This is an optimization exercise on Yosys and OpenROAD, whose aim is small area and few clock cycles, not a production implementation. Only simulation tests tie the RTL to the original design; equivalence was not proved. No activity file was given, so power comes from the tool's default toggle rates.

==> flow/design.v <==
module bluetree4(
  input          CLK,
  input          RST_N,
  input  [197:0] p0_req,
  input          p0_req_en,
  output         p0_req_rdy,
  output [174:0] p0_resp,
  output         p0_resp_valid,
  input  [197:0] p1_req,
  input          p1_req_en,
  output         p1_req_rdy,
  output [174:0] p1_resp,
  output         p1_resp_valid,
  input  [197:0] p2_req,
  input          p2_req_en,
  output         p2_req_rdy,
  output [174:0] p2_resp,
  output         p2_resp_valid,
  input  [197:0] p3_req,
  input          p3_req_en,
  output         p3_req_rdy,
  output [174:0] p3_resp,
  output         p3_resp_valid,
  output [197:0] mem_req,
  output         mem_req_valid,
  input          mem_req_deq,
  input  [174:0] mem_resp,
  input          mem_resp_en
);
  reg [197:0] slot0, slot1, slot2, slot3;
  reg [3:0]   full;       
  reg [3:0]   sel;        
  reg         out_v;      
  wire [3:0] en = {p3_req_en, p2_req_en, p1_req_en, p0_req_en};
  always @(posedge CLK) begin
    if (!full[0]) slot0 <= p0_req;
    if (!full[1]) slot1 <= p1_req;
    if (!full[2]) slot2 <= p2_req;
    if (!full[3]) slot3 <= p3_req;
  end
  wire       taken  = out_v & mem_req_deq;
  wire [3:0] full_n = (full & ~(sel & {4{taken}})) | en;
  wire       hold   = out_v & ~mem_req_deq;
  reg  [2:0] d0, d1, d2, d3;
  wire [2:0] d [0:3];
  assign d[0] = d0; assign d[1] = d1; assign d[2] = d2; assign d[3] = d3;
  reg  [3:0] pick;
  integer i, j;
  always @(*) begin
    for (i = 0; i < 4; i = i + 1) begin
      pick[i] = full_n[i];
      for (j = 0; j < 4; j = j + 1)
        if (j < i && full_n[j] && !(d[i] <  d[j])) pick[i] = 1'b0;
        else if (j > i && full_n[j] && !(d[i] <= d[j])) pick[i] = 1'b0;
    end
  end
  wire [3:0] served = sel & {4{taken}};
  wire [3:0] zero   = {d3 == 3'd0, d2 == 3'd0, d1 == 3'd0, d0 == 3'd0};
  wire [3:0] top    = {d3 == 3'd7, d2 == 3'd7, d1 == 3'd7, d0 == 3'd7};
  wire       dec    = |(served & zero) && ((zero & ~served) == 4'b0000);
  wire [3:0] up     = served & ~top & {4{~dec}};
  wire [3:0] down   = ~served & {4{dec}};
  always @(posedge CLK) begin
    if (!RST_N) begin
      full  <= 4'b0000;
      out_v <= 1'b0;
      sel   <= 4'b0000;
      d0 <= 3'd0; d1 <= 3'd0; d2 <= 3'd0; d3 <= 3'd0;
    end else begin
      full <= full_n;
      if (!hold) begin
        sel   <= pick;
        out_v <= |full_n;
      end
      if (up[0]) d0 <= d0 + 3'd1; else if (down[0]) d0 <= d0 - 3'd1;
      if (up[1]) d1 <= d1 + 3'd1; else if (down[1]) d1 <= d1 - 3'd1;
      if (up[2]) d2 <= d2 + 3'd1; else if (down[2]) d2 <= d2 - 3'd1;
      if (up[3]) d3 <= d3 + 3'd1; else if (down[3]) d3 <= d3 - 3'd1;
    end
  end
  assign p0_req_rdy = ~full[0];
  assign p1_req_rdy = ~full[1];
  assign p2_req_rdy = ~full[2];
  assign p3_req_rdy = ~full[3];
  wire [197:0] m = ({198{sel[0]}} & slot0) | ({198{sel[1]}} & slot1) |
                   ({198{sel[2]}} & slot2) | ({198{sel[3]}} & slot3);
  wire       pb0 = sel[1] | sel[3];
  wire       pb1 = sel[2] | sel[3];
  wire [7:0] id  = m[15:8];
  wire       bc  = (&id[6:0]) & (id[7] | pb0);
  assign mem_req       = {m[197:16], bc ? 8'hFF : {id[5:0], pb0, pb1}, m[7:0]};
  assign mem_req_valid = out_v;
  reg [174:0] rsp;
  reg [3:0]   rv;
  wire [7:0] rid  = mem_resp[7:0];
  wire       rbc  = &rid;
  wire [1:0] rdst = {rid[0], rid[1]};    
  always @(posedge CLK) begin
    rsp <= {mem_resp[174:8], rbc ? 8'hFF : {2'b00, rid[7:2]}};
    if (!RST_N) rv <= 4'b0000;
    else if (!mem_resp_en) rv <= 4'b0000;
    else if (rbc) rv <= 4'b1111;
    else rv <= 4'b0001 << rdst;
  end
  assign p0_resp = rsp;
  assign p1_resp = rsp;
  assign p2_resp = rsp;
  assign p3_resp = rsp;
  assign {p3_resp_valid, p2_resp_valid, p1_resp_valid, p0_resp_valid} = rv;
endmodule
==> flow/flow/run.sh <==
#!/bin/bash
# The standard layout, with the port buffers that global placement inserts
# made the smallest buffer (buf_1) instead of the one buffer_ports picks.
set -euo pipefail
export BUFFER_PORTS_ARGS="-buffer_cell sky130_fd_sc_hd__buf_1"
bash standard.sh finish > standard_flow.log 2>&1
==> flow/standard.sh <==
#!/bin/bash
# synth_recipe.tcl (not shown) runs the flow's synth.tcl, then flattens the netlist and writes it again
# the make line also repeats each setting of config.mk as NAME=value (left out here)
make -C /OpenROAD-flow-scripts/flow DESIGN_CONFIG=/design/flow/config.mk WORK_HOME=/design/flow/orfs CLKGATE_MAP_FILE= SYNTH_SCRIPT=/design/flow/synth_recipe.tcl "${@:-finish}"
==> flow/config.mk <==
export PLATFORM = sky130hd
export DESIGN_NAME = bluetree4
export DESIGN_NICKNAME = bluetree4
export VERILOG_FILES = /design/flow/design.v
export SDC_FILE = /design/flow/constraint.sdc
export NUM_CORES = 4
export LEC_CHECK = 0
export CAP_MARGIN = 20
export CORE_AREA = 10 10 530 530
export CTS_CLUSTER_DIAMETER = 110
export CTS_CLUSTER_SIZE = 22
export DIE_AREA = 0 0 540 540
export SLEW_MARGIN = 20
==> flow/constraint.sdc <==
create_clock -name core_clock -period 5.0 [get_ports {CLK}]
set_input_delay 1.0000 -clock core_clock [delete_from_list [all_inputs] [get_ports {CLK}]]
set_output_delay 1.0000 -clock core_clock [all_outputs]
set_load 0.01 [all_outputs]
==> results of run 1 <==
==> synthesized netlist by cell type (2+ instances only) <==
| cell | n |
|---|---|
| a211oi_1 | 4 |
| a21o_1 | 5 |
| a21oi_1 | 12 |
| a22o_1 | 2 |
| a22oi_1 | 394 |
| a31oi_1 | 4 |
| and2_1 | 11 |
| buf_1 | 9 |
| buf_4 | 526 |
| clkbuf_1 | 89 |
| dfxtp_1 | 199 |
| edfxtp_1 | 790 |
| fa_1 | 4 |
| ha_1 | 18 |
| inv_1 | 20 |
| mux2i_1 | 8 |
| nand2_1 | 216 |
| nand2b_1 | 14 |
| nand3_1 | 10 |
| nand4_1 | 2 |
| nor2_1 | 4 |
| nor2b_1 | 6 |
| nor3_1 | 4 |
| o21ai_0 | 11 |
| o22ai_1 | 2 |
| o31ai_1 | 2 |
| o41ai_1 | 3 |
| xnor2_1 | 7 |
==> kinds of logic after synthesis <==
family / count (synthesis) / share of synthesized area
buffers and inverters: 645 / 0.1190
and+or+nand+nor: 275 / 0.03146
xor gates and xnor gates: 8 / 0.001894
AOI/OAI and AO/OA: 442 / 0.08815
DFF: 989 / 0.7490
adders and majority gates: 22 / 0.008254
muxes: 8 / 0.002165
==> worst max-delay path: stages (launching register included) <==
cell and delay, ns:
dfxtp_4 0.58, buf_12 0.35, a22oi_1 1.03, nand2_1 0.18, buf_1 0.21
==> path summary, 6_finish.rpt <==
path,startpoint,endpoint,slack (ns)
max,sel[2],mem_req[53],0.70
min,mem_resp[38],rsp[38],0.31
max reg2reg,sel[2],d3[2],1.59
min reg2reg,d0[1],d0[1],0.57
==> where the power goes <==
| group | switching, uW | total (uW) | internal [uW] |
|---|---|---|---|
| logic | 1950 | 2580 | 624 |
| registers | 512 | 10000 | 9530 |
| clock network | 3080 | 5260 | 2190 |
| total | 5540 | 17900 | 12300 |
==> registers in the layout (all words and copies together), names as in the netlist <==
signal	flops
d1	3
d0	3
slot3	197
slot1	197
full	4
slot0	198
rsp	174
d2	3
out_v	1
sel	4
d3	3
rv	4
slot2	198
==> layout make-up <==
cell class	count	area [um^2]
fill	29713	221800
sequential	989	27720
timing repair buffer	1950	7791
multi-input combinational	755	4880
tap	3552	4444
clock buffer	66	1460
clock inverter	19	275.3
antenna	83	207.7
inverter	20	90.09
==> metrics by stage <==
step	util	power, uW	worst slack [ns]
finish	0.1745	17880	0.6983
floorplan	-	11040	1.266
detailed placement	0.1672	12670	1.466
global route	0.1741	18320	0.6715
global placement	0.1672	12650	1.497
CTS	0.1736	17900	0.5558
==> per-layer routing <==
layer,track usage,wire length [um],up-vias
met4,0.06067,11850,104
met5,0.03522,2336,-
li1,-,-,11203
met3,0.1649,58210,625
met1,0.2031,102800,14741
met2,0.2725,121800,2917
==> placed cells by master (no fill, tap or decap), types with 8 or more instances in the layout <==
cell type / count
nand2_1: 216
buf_4: 62
inv_1: 16
edfxtp_1: 790
a22oi_1: 394
buf_1: 1867
clkbuf_1: 9
nand2b_1: 14
buf_12: 14
nand3_1: 10
dfxtp_1: 194
ha_1: 18
and2_1: 11
o21ai_0: 11
mux2i_1: 8
clkbuf_16: 57
a21oi_1: 12
diode_2: 83
==> results.toml, run 1 <==
[run_status]
status = "timing/DRC/antenna clean"

[placed_design]
post-place-cells = 7264
gp_congestion = 1.351
io_buffers = 1879
post_dp_cell_area_um2 = 44900
dp_hpwl_mm = 255.6

[clock_tree]
clkLatencyLatePin_ns = 0.77
ctsResizeCount = 0
cts_tree = "yes"
clk_pin_slew_ns = 0.10
root_buffer = "clkbuf_16"
hold_buffers = 0
cts.sinks = 989
cts_setup_buffers = 0
clock_path_buffers = 3
htreeDepth = 2
cts_made_buffers = 57

[floorplanning]
die_width_um = 540
initial_utilization = 0.1377
fp-row-count = 190
die_area_um2 = 291600
coreArea_um2 = 268600
die_y_um = 540
boundaryPins = 1882

[timing]
relSlewSlack = 0.05650
holdWs_ns = 0.3115
finalMaxSlewViolations = 0
min_period_over_period = 0.8603
grt_setup_unrepaired = "no"
worst_slew_pin_slew_ns = 1.421
finalSetupViolCount = 0
finalSetupTns_ns = 0
hold_violations = 0
fmax_ghz = 0.2325
min_period_ns = 4.302
finClkSkew_ns = 0.04333

[global_routing]
antenna_found_initial = 156
grt_pass1_wl_mm = 354.2
grt_pass1_vias = 28130
grt_usage = 0.1906
grt_overflow = 0
grt_max_degree = 100

[worst_setup_path]
worst_r2r_path_depth = 10
arrival_ns = 3.30
crit_fanout = 83
worstSetupPathType = "reg -> out"
worst_setup_path_start_kind = "flip-flop"
worstPathRequired_ns = 4.00
critPathCaptureType = "primary output"

[logic_synthesis]
syn_avg_cell_area_um2 = 15.48
netlist.area_leader.share = 0.6413
ys.flop_type = "edfxtp_1"
synth_seq_area_share = 0.7490
synth_top_cells_by_area = "edfxtp_1, dfxtp_1, buf_4, a22oi_1, nand2_1"
ys_ff_latch = 989
syn_inst = 2389
synthArstFlopShare = 0
synth_edf_count = 790
synthDistinctLibCells = 41
yosysTopAreaCell = "edfxtp_1"
synth_warnings = 1
syn_area_um2 = 36990
syn_nets = 3386

[final_layout]
stdcell_area_um2 = 46870
layoutNonFillerInstCount = 7434
area_growth_pct = 26.72
final_nets = 4770
layout-drive-gt1-share = 0.04475

[job]
timing.max_cap.violations = 0

[drt]
final_antenna_net_count = 0
wl_per_cell_um = 39.96
drt_wl_total_mm = 297.0
drtPass1Iterations = 8
via_per_inst = 3.980
drc_errors = 0
via_count = 29590
drt_iter0_markers = 4714

[worst_hold_path]
holdCritPathClass = "in -> reg"
min_path_cells = 1

[pwr]
p_per_area_nw_per_um2 = 381.5
irDropWorstVdd_mv = 0.3700
leakage_uw = 0.01517
Testbench counts, summed over its fixed seeds: cycles 5,279.
==> run 2, diff against run 1 <==
--- a/flow/config.mk
+++ b/flow/config.mk
@@ -9,4 +9,4 @@
 export CORE_AREA = 10 10 530 530
-export CTS_CLUSTER_DIAMETER = 110
-export CTS_CLUSTER_SIZE = 22
+export CTS_CLUSTER_DIAMETER = 120
+export CTS_CLUSTER_SIZE = 26
 export DIE_AREA = 0 0 540 540
==> results.toml, run 2 <==
[worst_setup_path]
cp_slowest_stage_delay_ns = 1.05
cp-endpoint = "mem_req[53]"
critPathCaptureType = "primary output"
critPathBufInv = 2
timing.rr.end = "d3[2]"
arrival_ns = 3.32
crit_chain = "buf_12, a22oi_1, nand2_1, buf_1"
worst_r2r_path_depth = 10
crit_start = "sel[2]"
r2r_slack_ns = 1.62
cp_slowest_cell = "a22oi_1"
r2r_start = "sel[2]"
worstPathRequired_ns = 4.00
critical_path.top_delay_family = "compound AO/OA/AOI/OAI gates"
worstSetupPathType = "reg -> out"
crit_fanout = 83
worst_setup_path_start_kind = "flip-flop"
cp_num_cells = 4

[timing]
finalSetupViolCount = 0
worst_slack_ns = 0.6832
fmax_ghz = 0.2317
grt_setup_unrepaired = "no"
finalSetupTns_ns = 0
min_period_over_period = 0.8634
relSlewSlack = 0.05666
finClkSkew_ns = 0.04408
finalMaxSlewViolations = 0
min_period_ns = 4.317
hold_violations = 0
worst_slew_pin_slew_ns = 1.421

[global_routing]
antenna_found_initial = 157
grt_pass1_vias = 28100
grt_max_degree = 100
grt_pass1_wl_mm = 354.0
grt_overflow = 0
grt_usage = 0.1906

[logic_synthesis]
synthArstFlopShare = 0
synth_seq_area_share = 0.7490
synth_top_cells_by_area = "edfxtp_1, dfxtp_1, buf_4, a22oi_1, nand2_1"
yosysTopAreaCell = "edfxtp_1"
synthSimpleGateAreaFrac = 0.03146
synthAdderAreaFrac = 0.008254
syn_inst = 2389
ys.flop_type = "edfxtp_1"
synth_top_family_by_area = "buffers and inverters"
syn_avg_cell_area_um2 = 15.48
ys_ff_latch = 989
syn_nets = 3386
synth-xor-area-share = 0.001894
synth_most_common_cell = "edfxtp_1"
synth_compound_area_frac = 0.08815
ys_top_cells_by_count = "edfxtp_1, buf_4, a22oi_1"
netlist.area_leader.share = 0.6413
synth_edf_count = 790
synthDistinctLibCells = 41
syn_area_um2 = 36990
synth_warnings = 1
synth_mux_area_frac = 0.002165

[job]
timing.max_cap.violations = 0

[clock_tree]
clkLatencyLatePin_ns = 0.78
clk_pin_slew_ns = 0.11
hold_buffers = 0
root_buffer = "clkbuf_16"
ctsResizeCount = 0
cts_tree = "yes"
htreeDepth = 2
clock_path_buffers = 3
cts_setup_buffers = 0
cts.sinks = 989
cts_made_buffers = 48

[placed_design]
dp_hpwl_mm = 255.6
io_buffers = 1879
pre_cts_slack_ns = 1.466
gp_congestion = 1.351

[drt]
drt_wl_total_mm = 297.0
final_antenna_net_count = 0
drtPass1Iterations = 8
via_count = 29614
drc_errors = 0
wl_per_cell_um = 40.05
via_per_inst = 3.994
drt_iter0_markers = 4593

[floorplanning]
initial_utilization = 0.1377
boundaryPins = 1882
die_width_um = 540
fp-row-count = 190
die_area_um2 = 291600
die_y_um = 540
coreArea_um2 = 268600

[pwr]
comb_power_share = 0.147
leakage_uw = 0.01503
intPower_uw = 12050
p_per_area_nw_per_um2 = 375.1
p_clk_frac = 0.279
p_sw_frac = 0.3109
irDropWorstVdd_mv = 0.2876
p_sw_uw = 5435
p_seq_frac = 0.574

[final_layout]
seqCellArea_um2 = 27720
multiInputGateArea_um2 = 4880
final_nets = 4760
area_growth_pct = 25.99
n_fill_cell = 29740
layout-drive-gt1-share = 0.04069
reg_top3 = "slot0: 198 flops, slot2: 198 flops"
final_common_cell = "buf_1"
layout_common_cells = "buf_1, edfxtp_1, a22oi_1"

[worst_hold_path]
holdCritPathClass = "in -> reg"

[run_status]
status = "timing/DRC/antenna clean"
[run 2: cells by family (layout without fill, tap and decap cells)]
kind of cell    after synthesis  in the layout
mux                           8              8
buf+inv                     645           2041
simple gates                275            275
fa+ha+maj                    22             22
other cells                   0             77
compound gates              442            442
flops                       989            989
xor+xnor                      8              8
[run 2: metrics by stage]
step	power, uW	util	area (um^2)	hold slack (ns)	std cells
2_1_floorplan	11040	-	37000	0.5084	2389
6_report	17480	0.1735	46600	0.3417	7414
3_3_place_gp	12650	0.1672	44900	0.5504	7264
4_1_cts	17500	0.1727	46400	0.2536	7336
5_1_grt	17920	0.1731	46490	0.2908	7370
3_5_place_dp	12670	0.1672	44900	0.5620	7264
[run 2: layout make-up]
| cell class | count | area share |
|---|---|---|
| flip-flops and latches | 989 | 0.5949 |
| repair buffers | 1949 | 0.1670 |
| multi-input cells | 755 | 0.1047 |
| well taps | 3552 | 0.09536 |
| clock buffers | 57 | 0.02650 |
| clock inverters | 15 | 0.005531 |
| diodes | 77 | 0.004135 |
| inverters | 20 | 0.001933 |
[run 2: worst min path at each step]
stage	from	end	slack, ns	cells past startpoint
global route	mem_resp[38]	rsp[38]	0.29	1
global placement	d0[1]	d0[1]	0.55	2
CTS	mem_resp[38]	rsp[38]	0.25	1
finish	mem_resp[38]	rsp[38]	0.34	1
floorplan	d0[1]	d0[1]	0.51	2
detailed placement	d0[1]	d0[1]	0.56	2
[run 2: per-layer routing]
layer / routed length, um / vias to the layer above / global-route usage
met2: 122600 / 2938 / 0.2742
met4: 11130 / 110 / 0.05779
met3: 57670 / 643 / 0.1658
met5: 2743 / - / 0.04967
met1: 102800 / 14773 / 0.2009
li1: - / 11150 / -
[run 2: power by group through the flow]
| stage | logic [uW] | clock network, uW | registers (uW) |
|---|---|---|---|
| 2_1_floorplan | 1100 | 0 | 9950 |
| 6_report | 2570 | 4870 | 10000 |
| 3_3_place_gp | 2450 | 0 | 10200 |
| 4_1_cts | 2470 | 5000 | 10000 |
| 5_1_grt | 2620 | 5240 | 10100 |
| 3_5_place_dp | 2460 | 0 | 10200 |
==> run 3, diff against run 2 <==
--- a/flow/config.mk
+++ b/flow/config.mk
@@ -8,6 +8,6 @@
 export CAP_MARGIN = 20
-export CORE_AREA = 10 10 530 530
+export CORE_AREA = 10 10 490 490
 export CTS_CLUSTER_DIAMETER = 120
 export CTS_CLUSTER_SIZE = 26
-export DIE_AREA = 0 0 540 540
+export DIE_AREA = 0 0 500 500
 export SLEW_MARGIN = 20
==> results.toml, run 3 <==
[run_status]
status = "aborted with a tool error"
lastStage = "I/O pin placement"
error = "[ERROR PPL-0024] Number of IO pins (1882) exceeds maximum number of available positions (1812). Increase the die perimeter from 2000.00um to 2559.52um."

[logic_synthesis]
ys.flop_type = "edfxtp_1"
synthDistinctLibCells = 41
synth_warnings = 1
syn_nets = 3386
netlist.area_leader.share = 0.6413
synth_top_cells_by_area = "edfxtp_1, dfxtp_1, buf_4, a22oi_1, nand2_1"
syn_inst = 2389
synth_edf_count = 790
yosysTopAreaCell = "edfxtp_1"
synth_most_common_cell = "edfxtp_1"
ys_top_cells_by_count = "edfxtp_1, buf_4, a22oi_1"
synth_seq_area_share = 0.7490
synthArstFlopShare = 0
syn_area_um2 = 36990
syn_avg_cell_area_um2 = 15.48
ys_ff_latch = 989

[floorplanning]
die_width_um = 500
die_y_um = 500
initial_utilization = 0.1610
fp-row-count = 176
run 3: kinds of logic after synthesis:
family / share of synthesized area
compound gates: 0.08815
buf+inv: 0.1190
xor+xnor: 0.001894
simple gates: 0.03146
flops: 0.7490
mux: 0.002165
fa+ha+maj: 0.008254
==> run 4, diff against run 3 <==
==> flow/flow/run.sh (replaced) <==
#!/bin/bash
# The standard layout, with two changes: the port buffers that global
# placement inserts are the smallest buffer (buf_1) instead of the one
# buffer_ports picks, and clock tree synthesis inserts no dummy loads.
set -euo pipefail
export BUFFER_PORTS_ARGS="-buffer_cell sky130_fd_sc_hd__buf_1"
export CTS_ARGS="-sink_clustering_enable -repair_clock_nets -sink_clustering_size 26 -sink_clustering_max_diameter 120 -dont_use_dummy_load"
bash standard.sh finish > standard_flow.log 2>&1
--- a/flow/config.mk
+++ b/flow/config.mk
@@ -8,6 +8,6 @@
 export CAP_MARGIN = 20
-export CORE_AREA = 10 10 490 490
+export CORE_AREA = 10 10 530 530
 export CTS_CLUSTER_DIAMETER = 120
 export CTS_CLUSTER_SIZE = 26
-export DIE_AREA = 0 0 500 500
+export DIE_AREA = 0 0 540 540
 export SLEW_MARGIN = 20
==> results.toml, run 4 <==
[run_status]
status = "timing/DRC/antenna clean"

[clock_tree]
root_buffer = "clkbuf_16"
htreeDepth = 2
clk_pin_slew_ns = 0.12
ctsResizeCount = 0
hold_buffers = 0
cts_setup_buffers = 0
cts.sinks = 989
clock_path_buffers = 3
cts_made_buffers = 48
clkLatencyLatePin_ns = 0.79
cts_tree = "yes"

[logic_synthesis]
synthArstFlopShare = 0
syn_area_um2 = 36990
synth_seq_area_share = 0.7490
synth_edf_count = 790
ys.flop_type = "edfxtp_1"
ys_top_cells_by_count = "edfxtp_1, buf_4, a22oi_1"
yosysTopAreaCell = "edfxtp_1"
ys_ff_latch = 989
synth_warnings = 1
netlist.area_leader.share = 0.6413
syn_inst = 2389
synthDistinctLibCells = 41
syn_nets = 3386
syn_avg_cell_area_um2 = 15.48
synth_top_cells_by_area = "edfxtp_1, dfxtp_1, buf_4, a22oi_1, nand2_1"
synth_most_common_cell = "edfxtp_1"

[timing]
finalSetupTns_ns = 0
hold_violations = 0
fmax_ghz = 0.2332
min_period_ns = 4.288
grt_setup_unrepaired = "no"
relSlewSlack = 0.04845
holdWs_ns = 0.3646
finalMaxSlewViolations = 0
finalSetupViolCount = 0
worst_slew_pin_slew_ns = 1.433
worst_slack_ns = 0.7118
min_period_over_period = 0.8576
finClkSkew_ns = 0.09135

[global_routing]
grt_max_degree = 100
grt_usage = 0.1906
antenna_found_initial = 158
grt_pass1_wl_mm = 353.7
grt_pass1_vias = 28016
grt_overflow = 0

[final_layout]
layoutNonFillerInstCount = 7393
reg_top3 = "slot0: 198 flops, slot2: 198 flops"
layout_common_cells = "buf_1, edfxtp_1, a22oi_1"
area_growth_pct = 25.24
final_nets = 4761
layout-drive-gt1-share = 0.03775
n_fill_cell = 29745
final_common_cell = "buf_1"
final_util = 0.1725

[floorplanning]
coreArea_um2 = 268600
die_width_um = 540
die_area_um2 = 291600
initial_utilization = 0.1377
fp-row-count = 190
die_y_um = 540
boundaryPins = 1882

[placed_design]
dp_hpwl_mm = 255.6
post-place-cells = 7264
pre_cts_slack_ns = 1.466
gp_congestion = 1.351
io_buffers = 1879

[worst_hold_path]
holdCritPathClass = "in -> reg"
min_path_cells = 1

[worst_setup_path]
worst_r2r_path_depth = 10
critical_path.top_delay_family = "compound AO/OA/AOI/OAI gates"
worstPathRequired_ns = 4.00
critPathCaptureType = "primary output"
worstSetupPathType = "reg -> out"
critPathBufInv = 2
cp_num_cells = 4
crit_chain = "buf_12, a22oi_1, nand2_1, buf_1"
arrival_ns = 3.29
cp_slowest_stage_delay_ns = 1.17
cp_slowest_cell = "a22oi_1"
worst_setup_path_start_kind = "flip-flop"
crit_fanout = 83

[drt]
drc_errors = 0
drt_iter0_markers = 4630
drtPass1Iterations = 7
via_count = 29445
wl_per_cell_um = 40.18
via_per_inst = 3.983
drt_wl_total_mm = 297.0
final_antenna_net_count = 0

[pwr]
irDropWorstVdd_mv = 0.2859
p_per_area_nw_per_um2 = 368.2
leakage_uw = 0.01492

[job]
timing.max_cap.violations = 0
[run 4: cell counts after synthesis]
Identical to the previous run, type by type.
[run 4: cell families (layout without fill, tap and decap cells)]
group,after synthesis,in the layout,synth area share
buf+inv,645,2018,0.1190
other cells,0,79,0
mux,8,8,0.002165
xor+xnor,8,8,0.001894
flops,989,989,0.7490
simple gates,275,275,0.03146
fa+ha+maj,22,22,0.008254
compound gates,442,442,0.08815
[run 4: power by group]
group	leakage (uW)	internal, uW	total [uW]	switching (uW)
Sequential	0.00962	9530	10000	510
Combinational	0.00471	624	2570	1940
Clock	0.000592	1710	4450	2740
Total	0.0149	11900	17100	5200
[run 4: cell type report]
class	instances	area [um^2]	share of cell area
Antenna cell	79	197.7	0.004267
Clock buffer	48	1201	0.02593
Inverter	20	90.09	0.001945
Multi-Input combinational cell	755	4880	0.1053
Sequential cell	989	27720	0.5984
Tap cell	3552	4444	0.09593
Timing Repair Buffer	1950	7791	0.1682
[run 4: stage by stage]
step                      power, uW  instance area [um^2]
after floorplan               11040                 37000
after detailed placement      12670                 44900
final                         17060                 46330
after global placement        12650                 44900
after CTS                     17090                 46110
after global routing          17490                 46220
[run 4: final timing paths]
kind / from / endpoint / slack, ns
hold / removal: p0_req[110] / slot0[110] / 0.36
setup reg to reg: sel[2] / d3[2] / 1.61
hold reg to reg: d0[1] / d0[1] / 0.57
setup / recovery: sel[2] / mem_req[7] / 0.71
[run 4: routing by layer]
layer,GRT usage,vias up,part of all wire
met5,0.05194,-,0.0092
met4,0.05834,98,0.037
met3,0.1625,642,0.19
met2,0.2740,2930,0.41
met1,0.2028,14635,0.35
li1,-,11140,-
[run 4: worst register-to-register path: cells and delay by family (launching register included)]
kind / cells / cell delay [ns]
buffers and inverters: 1 / 0.27
AND/OR/NAND/NOR: 5 / 1.37
AO/OA/AOI/OAI: 1 / 0.32
multiplexers: 1 / 0.10
adder cells (fa/ha/maj): 1 / 0.21
flip-flops: 1 / 0.87
XOR/XNOR: 1 / 0.15
==> run 5, diff against run 4 <==
--- a/flow/flow/run.sh
+++ b/flow/flow/run.sh
@@ -6,3 +6,3 @@
 export BUFFER_PORTS_ARGS="-buffer_cell sky130_fd_sc_hd__buf_1"
-export CTS_ARGS="-sink_clustering_enable -repair_clock_nets -sink_clustering_size 26 -sink_clustering_max_diameter 120 -dont_use_dummy_load"
+export CTS_ARGS="-sink_clustering_enable -repair_clock_nets -sink_clustering_size 24 -sink_clustering_max_diameter 115 -dont_use_dummy_load"
 bash standard.sh finish > standard_flow.log 2>&1
--- a/flow/config.mk
+++ b/flow/config.mk
@@ -9,4 +9,4 @@
 export CORE_AREA = 10 10 530 530
-export CTS_CLUSTER_DIAMETER = 120
-export CTS_CLUSTER_SIZE = 26
+export CTS_CLUSTER_DIAMETER = 115
+export CTS_CLUSTER_SIZE = 24
 export DIE_AREA = 0 0 540 540
==> results.toml, run 5 <==
[run_status]
status = "timing/DRC/antenna clean"

[logic_synthesis]
netlist.area_leader.share = 0.6413
synth_top_cells_by_area = "edfxtp_1, dfxtp_1, buf_4, a22oi_1, nand2_1"
synth-xor-area-share = 0.001894
synthAdderAreaFrac = 0.008254
synthArstFlopShare = 0
ys_top_cells_by_count = "edfxtp_1, buf_4, a22oi_1"
synthDistinctLibCells = 41
ys_ff_latch = 989
synth_warnings = 1
synthSimpleGateAreaFrac = 0.03146
syn_inst = 2389
synth_most_common_cell = "edfxtp_1"
synth_seq_area_share = 0.7490
synth_top_family_by_area = "buffers and inverters"
yosysTopAreaCell = "edfxtp_1"
syn_area_um2 = 36990
ys.flop_type = "edfxtp_1"
synth_mux_area_frac = 0.002165
syn_avg_cell_area_um2 = 15.48
synth_compound_area_frac = 0.08815
synth_edf_count = 790
syn_nets = 3386

[floorplanning]
die_area_um2 = 291600
boundaryPins = 1882
die_y_um = 540
die_width_um = 540
initial_utilization = 0.1377
coreArea_um2 = 268600
fp-row-count = 190

[timing]
min_period_over_period = 0.8581
hold_violations = 0
min_period_ns = 4.291
grt_setup_unrepaired = "no"
finClkSkew_ns = 0.07518
finalSetupTns_ns = 0
relSlewSlack = 0.02659
fmax_ghz = 0.2331
finalSetupViolCount = 0
worst_slew_pin_slew_ns = 1.466
worst_slack_ns = 0.7093
finalMaxSlewViolations = 0

[final_layout]
final_nets = 4764
reg_top3 = "slot0: 198 flops, slot2: 198 flops"
final_util = 0.1729
area_growth_pct = 25.59
n_fill_cell = 29738
layout_common_cells = "buf_1, edfxtp_1, a22oi_1"
stdcell_area_um2 = 46450
layout-drive-gt1-share = 0.03825
final_common_cell = "buf_1"

[clock_tree]
ctsResizeCount = 0
htreeDepth = 2
cts_made_buffers = 52
hold_buffers = 0
cts.sinks = 989
clk_pin_slew_ns = 0.11
clkLatencyLatePin_ns = 0.78
cts_setup_buffers = 0
clock_path_buffers = 3
root_buffer = "clkbuf_16"
cts_tree = "yes"

[worst_setup_path]
worst_setup_path_start_kind = "flip-flop"
worstPathRequired_ns = 4.00
arrival_ns = 3.29
worstSetupPathType = "reg -> out"
crit_fanout = 93
critPathCaptureType = "primary output"

[drt]
wl_per_cell_um = 40.09
via_count = 29700
via_per_inst = 4.008
drt_wl_total_mm = 297.1
drt_iter0_markers = 4464
drc_errors = 0
drtPass1Iterations = 8
final_antenna_net_count = 0

[placed_design]
io_buffers = 1879
pre_cts_slack_ns = 1.466
post_dp_cell_area_um2 = 44900
dp_hpwl_mm = 255.6
gp_congestion = 1.351

[pwr]
intPower_uw = 11990
p_seq_frac = 0.582
irDropWorstVdd_mv = 0.3551
leakage_uw = 0.01496
total_power_uw = 17240
p_sw_frac = 0.3043
p_sw_uw = 5246
comb_power_share = 0.149
p_per_area_nw_per_um2 = 371.1
p_clk_frac = 0.268

[job]
timing.max_cap.violations = 0

[worst_hold_path]
holdCritPathClass = "in -> reg"

[global_routing]
grt_max_degree = 100
grt_pass1_vias = 28073
grt_usage = 0.1907
grt_overflow = 0
antenna_found_initial = 161
grt_pass1_wl_mm = 354.2
[run 5: cell counts after synthesis]
Identical to the previous run, type by type.
[run 5: power groups by stage]
| stage | Sequential [uW] | Clock [uW] | Combinational, uW |
|---|---|---|---|
| final | 10000 | 4630 | 2570 |
| after global routing | 10100 | 4990 | 2620 |
| after CTS | 10000 | 4750 | 2470 |
| after detailed placement | 10200 | 0 | 2460 |
| after global placement | 10200 | 0 | 2450 |
| after floorplan | 9950 | 0 | 1100 |
[run 5: kinds of logic after synthesis]
family	count (synthesis)
multiplexers	8
flip-flops	989
AND/OR/NAND/NOR	275
XOR/XNOR	8
adder cells (fa/ha/maj)	22
AO/OA/AOI/OAI	442
buffers and inverters	645
[run 5: worst paths after layout]
kind                                   start  depth (start not counted)    endpoint  slack, ns
worst max register to register        sel[2]                         10       d3[2]       1.59
worst min register to register         d0[1]                          2       d0[1]       0.56
worst min-delay path            mem_resp[38]                          1     rsp[38]       0.37
worst max-delay path                  sel[3]                          4  mem_req[6]       0.71
[run 5: critical path, stage by stage (launching register included)]
cell	delay [ns]
dfxtp_4	0.50
buf_12	0.29
a22oi_1	1.14
nand2_1	0.14
buf_1	0.18
[run 5: area by class of cell]
cell class | count | area, um^2 | area share
Timing Repair Buffer | 1949 | 7782 | 0.1675
Sequential cell | 989 | 27720 | 0.5968
Clock buffer | 52 | 1301 | 0.02801
Antenna cell | 93 | 232.7 | 0.005010
Multi-Input combinational cell | 755 | 4880 | 0.1050
Inverter | 20 | 90.09 | 0.001939
Tap cell | 3552 | 4444 | 0.09567
[run 5: stage by stage]
step,hold WS (ns),cells
after floorplan,0.5084,2389
after global placement,0.5504,7264
after detailed placement,0.5620,7264
after CTS,0.2871,7316
after global routing,0.3308,7364
final,0.3731,7410
[run 5: routing by layer]
metal | up-vias | share of wire | track usage
li1 | 11158 | - | -
met1 | 14834 | 0.35 | 0.2047
met2 | 3009 | 0.41 | 0.2735
met3 | 605 | 0.19 | 0.1586
met4 | 94 | 0.040 | 0.06043
met5 | - | 0.0092 | 0.05470

[afterwards: timing with drivers on the ports]
Ports are ideal in the flow. The routed layouts listed here were re-timed in OpenROAD. Step 1, drivers: a clkbuf_16 drives CLK and a buf_2 each remaining input, both assumed. Step 2 also shifts input and output timing later by t, the mid clock arrival at the registers, as if the neighbouring blocks saw the same clock. Slacks: ideal ports / drivers / drivers and shift; pairs: ideal ports / drivers.
run | t (ns) | setup slack, ns | worst setup path at the end | latest minus earliest clock arrival (ns) | cell pins on the clock port's net
run 1 | 0.858 | 0.698 / 0.597 / 1.446 | input to register | 0.084 / 0.084 | 1
run 2 | 0.846 | 0.683 / 0.582 / 1.428 | register to output | 0.081 / 0.081 | 1
run 4 | 0.819 | 0.712 / 0.611 / 1.429 | register to output | 0.151 / 0.151 | 1
run 5 | 0.814 | 0.709 / 0.609 / 1.422 | register to output | 0.137 / 0.137 | 1
After both steps every run listed still meets setup and hold.
